What follows belongs to an exercise in optimizing a design on an open flow for small area, a short achievable clock period and few clock cycles; a production flow would make more cautious choices. Function was not checked in any run shown here: the RTL went through the layout flow alone.

## flow/design.v (module list and top-level ports; edited modules follow where they fit)
// module geofence: 1162 lines
// module geofence_dec: 7 lines
// module geofence_sel3: 5 lines
// module geofence_fa: 6 lines
module geofence (clk, reset, X, Y, valid, is_inside);
  // ...
==> flow/run.sh <==
#!/bin/bash
# synth_recipe.tcl (not shown) runs the flow's synth.tcl, then flattens the netlist and writes it again
# the make line also repeats each setting of config.mk as NAME=value (left out here)
make -C /OpenROAD-flow-scripts/flow DESIGN_CONFIG=/design/flow/config.mk WORK_HOME=/design/flow/orfs CLKGATE_MAP_FILE= SYNTH_SCRIPT=/design/flow/synth_recipe.tcl finish
==> flow/config.mk <==
export PLATFORM = sky130hd
export DESIGN_NAME = geofence
export DESIGN_NICKNAME = geofence
export VERILOG_FILES = /design/flow/design.v
export SDC_FILE = /design/flow/constraint.sdc
export NUM_CORES = 4
export LEC_CHECK = 0
export CAP_MARGIN = 20
export CORE_MARGIN = 2
export CORE_UTILIZATION = 60
export SETUP_SLACK_MARGIN = 5
export SLEW_MARGIN = 20
export SYNTH_HIERARCHICAL = 1
export SYNTH_MINIMUM_KEEP_SIZE = 0
==> flow/constraint.sdc <==
create_clock -name core_clock -period 10.0 [get_ports {clk}]
set_input_delay 2.0000 -clock core_clock [delete_from_list [all_inputs] [get_ports {clk}]]
set_output_delay 2.0000 -clock core_clock [all_outputs]
set_load 0.01 [all_outputs]
==> impl_metrics.yaml, run 1 <==
place:
  pre_cts_ws_ns: 2.88
  gp_congestion: 0.951
  hpwl_um: 28700
timing:
  finalHoldWorstSlack_ns: 0.487
  slew_headroom_pct: 23.7
  hold_viol_final: 0
  finalSetupTns_ns: 0
  finalMaxSlewViolations: 0
yosys:
  muxShareOfSynthArea_pct: 0.376
  synth-seq-cells: 116
  async_flop_share_pct: 4.31
  synth-simple-area-share_pct: 9.75
  synth_compound_area_share_pct: 23.0
  yosysTopAreaCellShare_pct: 27.4
  synth_cell_types: 68
  yosysWarnings: 7
  synth.most_common_cell: "fa_1"
drt:
  drt_iter0_drc: 3041
  top_layer_used: "met4"
  route.detailed.drc: 0
  routed_via_density: 7.47
  vias: 12400
worst_setup_path:
  rr_endpoint: "axs"
  cp_max_fo: 10
  cp-end-kind: "register"
  crit_chain: "inv_1 > a222oi_1 > fa_1 > fa_2 > fa_1 > fa_1 > fa_1 > a31oi_1 > nor2_1 > maj3_2 > o21ai_4 > o2111ai_4 > maj3_2 > a21oi_4 > mux2i_4 > buf_6 > and2_4 > o21ai_4 > buf_12"
  cp-start-kind: "register"
layout:
  final_common_cell: "a222oi_1"
  diodes: 0
  num-fill-cells: 1478
  buffer_area_share_pct: 7.74
  nonClockBufferCount: 148
  largestClassByArea: "multi-input gates"
worst_hold_path:
  holdPathEnd: "ph[0]"
  hold_path_class: "reg -> reg"
clock_network:
  tritoncts: "done"
  cts_buffers: 17
die:
  dieHeight_um: 153
global_route:
  grt_overflow: 0
  grt_pass1_vias: 12900
outcome:
  status: "finished clean"
==> run 2: changes to the inputs <==
--- a/flow/config.mk
+++ b/flow/config.mk
@@ -8,5 +8,5 @@
 export CAP_MARGIN = 20
 export CORE_MARGIN = 2
-export CORE_UTILIZATION = 60
+export CORE_UTILIZATION = 40
 export SETUP_SLACK_MARGIN = 5
 export SLEW_MARGIN = 20
==> run 2 against run 1 <==
Compared with the run above:
- highest routed layer unchanged
- first-iteration DRC count decreased by 18%
- fmax increased by 2.0%
- design area increased by 1.2%
- wire length decreased by 4.1%
- non-clock buffer count increased by 4
- sequential share of layout area decreased by 0.23 points
- sequential cell count unchanged
==> impl_metrics.yaml, run 2 <==
outcome:
  status: "finished clean"
drt:
  postRouteAntennaNets: 0
  drt_iter0_drc: 2507
  drt-total-wl_um: 43600
  routed_via_density: 6.55
  wl_met1_um: 16900
  route.detailed.drc: 0
  route.met3.wl_um: 5180
  top_layer_used: "met4"
  dr_wl_met2_um: 19500
  routedWlPerCell_um: 23.9
  drt_pass1_iterations: 14
  vias: 12000
timing:
  min_period_over_period_pct: 60.1
  setup-violations-final: 0
  hold_viol_final: 0
  slew_headroom_pct: 39.6
  rsz0062_at_grt: "true"
  finalSetupTns_ns: 0
  fmaxAchievable_mhz: 167
  finalHoldWorstSlack_ns: 0.488
  finalMaxSlewViolations: 0
  worst_pin_slew_ns: 0.904
  skew_ns: 0.0108
  fin_crit_ns: 6.01
worst_hold_path:
  hold_path_startpoint: "vym[6]"
  hold_path_class: "reg -> reg"
worst_setup_path:
  path_class: "reg -> reg"
  cp-end-kind: "register"
  crit_arrival_ns: 6.19
  crit_start: "v3ym[7]"
  cp_max_fo: 11
  cp.required_ns: 10.18
  cp-start-kind: "register"
  r2r-start: "v3ym[7]"
global_route:
  grt_pass1_wl_um: 67200
  grt_pass1_vias: 12400
  antenna_found_initial: 0
  track_usage_pct: 24.6
  grt_max_degree: 24
  grt_overflow: 0
clock_network:
  clkSinkCount: 116
  htree_levels: 4
  tritoncts: "done"
  cts_buffers: 17
  hold_buffers: 0
  clk_pin_slew_ns: 0.06
  cts-root-buf: "clkbuf_16"
  insertion_delay_ns: 0.42
  cts_buffer_depth: 2
layout:
  diodes: 0
  layout_top_registers: "v3xm x12, v3ym x12"
  fin_util_pct: 50.9
  nNetsFinal: 1665
  instances_no_fill: 1825
  final_layout_size_suffix_gt1_share_pct: 26.2
  final_cell_mix: "a222oi_1, fa_1, inv_1"
  area_delta_synth_final_pct: 24.8
  final_common_cell: "a222oi_1"
die:
  core_area_mm2: 0.0326
  io_pins: 24
  die_w_um: 186
  start_util_pct: 40.8
  dieHeight_um: 186
  row_count: 66
  die_area_mm2: 0.0347
yosys:
  syn_avg_cell_area_um2: 11.1
  syn_inst: 1199
  synth_area_leaders: "fa_1, edfxtp_1, a222oi_1"
  yosys-top-cells-count: "fa_1, a222oi_1, inv_1, ha_1, edfxtp_1"
  synth_edf_count: 65
  synth-seq-cells: 116
  async_flop_share_pct: 4.31
  yosysSeqAreaShare_pct: 22.5
  synth_top_area_cell: "fa_1"
  synth_ff_type: "edfxtp_1"
  syn_area_mm2: 0.0133
  syn-num-nets: 1494
  yosysWarnings: 7
  yosysTopAreaCellShare_pct: 27.4
  synth_cell_types: 68
  synth.most_common_cell: "fa_1"
place:
  gp_congestion: 0.909
  place_inst: 1674
  hpwl_um: 29100
  place.port_buffers: 23
run:
  maxCapViolCount: 0
## run 2: cell types whose count changed in the layout (fill, tap and decap cells not counted), sizes merged
cell	change
buf	+3
clkbuf	-3
clkinv	-2
inv	+5
clkdlybuf4s50	+1
clkinvlp	-1
## run 2: layout make-up
| cell class | count | area, µm² |
|---|---|---|
| clock inverter | 15 | 173 |
| fill | 2855 | 16000 |
| timing repair inverter | 7 | 42.5 |
| clock buffer | 17 | 425 |
| timing repair buffer | 152 | 1320 |
| multi-input combinational | 945 | 10500 |
| sequential | 116 | 3020 |
| inverter | 131 | 541 |
| tap | 442 | 553 |
## run 2: path summary, 6_finish.rpt
path	slack (ns)	cells after the start	end
max in group asynchronous	8.06	2	ph[2]
worst min register to register	0.49	0	aym[6]
worst max register to register	3.99	18	aym[9]
min in group asynchronous	1.77	2	ph[1]
worst min-delay path	0.49	0	aym[6]
worst max-delay path	3.99	18	aym[9]
## run 2: metal layers
layer  track usage (%)  vias up
met5             0.824        -
met4              12.3        0
met3              7.33      165
met2              38.3      856
met1              31.2     5844
li1                  -     5089
## run 2: timing repair
action | in CTS | in global routing
gates resized for setup | 132 | 48
pin swaps | 90 | 55
buffers inserted | 80 | 30
endpoints found under the setup margin | 76 | 68
cloned | 9 | 0
## run 2: kinds of logic (layout without fill, tap and decap cells)
group	Yosys count	after routing	synth area share, %
xor+xnor	60	60	4.05
compound gates	368	370	23.0
flops	116	116	22.5
buf+inv	140	322	3.97
simple gates	232	232	9.75
mux	5	5	0.376
fa+ha+maj	278	278	36.3
## run 2: worst max-delay path, cell delays in order (launching register included)
cell       delay, ns
dfxtp_1         0.30
inv_1           0.27
a222oi_1        0.52
fa_1            0.51
fa_2            0.44
fa_2            0.36
fa_1            0.54
fa_1            0.47
a31oi_1         0.19
nor2_1          0.07
maj3_2          0.30
o21ai_2         0.14
o2111ai_2       0.19
maj3_2          0.39
a21oi_4         0.24
mux2i_4         0.33
and2_4          0.26
o21ai_4         0.08
buf_12          0.18
## run 2: metrics by stage
step / instance area [µm²] / setup WS [ns]
2_1_floorplan: 13500 / 4.07
3_3_place_gp: 14400 / 3.06
3_5_place_dp: 14400 / 2.90
4_1_cts: 16100 / 4.07
5_1_grt: 16600 / 3.83
6_report: 16600 / 3.99
## run 2: per-module statistics from Yosys, one instance, submodules excluded
module         flip-flops and latches  area [µm²]  cells
geofence                          116        7490    781
geofence_dec                        0        22.5      3
geofence_fa                         0        20.0      1
geofence_sel3                       0        10.0      1

==> separate check: timing with driven ports <==
The results above use ideal ports. As a check the final layouts listed here were re-extracted and re-timed, cells and wires unchanged.
Step 1 sets driving cells, clkbuf_16 on the clock port and buf_2 on the other inputs (assumed; they add their load-dependent delay and slew).
Step 2, shift: input delay + t, output delay - t, t = (earliest + latest rising clock arrival at the registers) / 2. This alone moves slack from input paths to output paths.
a / b / c = no drivers / after step 1 / after step 2; a / b = the first two.
run	t (ns)	setup slack, ns	worst hold slack (ns)	worst setup path after step 2	pins driven straight from the clock port
run 1	0.456	3.875 / 3.875 / 3.672	0.487 / 0.487 / 0.487	input to register	1
run 2	0.458	3.994 / 3.994 / 3.848	0.488 / 0.488 / 0.488	input to register	1
After both steps every run listed still meets setup and hold. The setup slack of run 1, which loses most, moves by 0.000 ns with the drivers and by -0.203 ns with both steps.
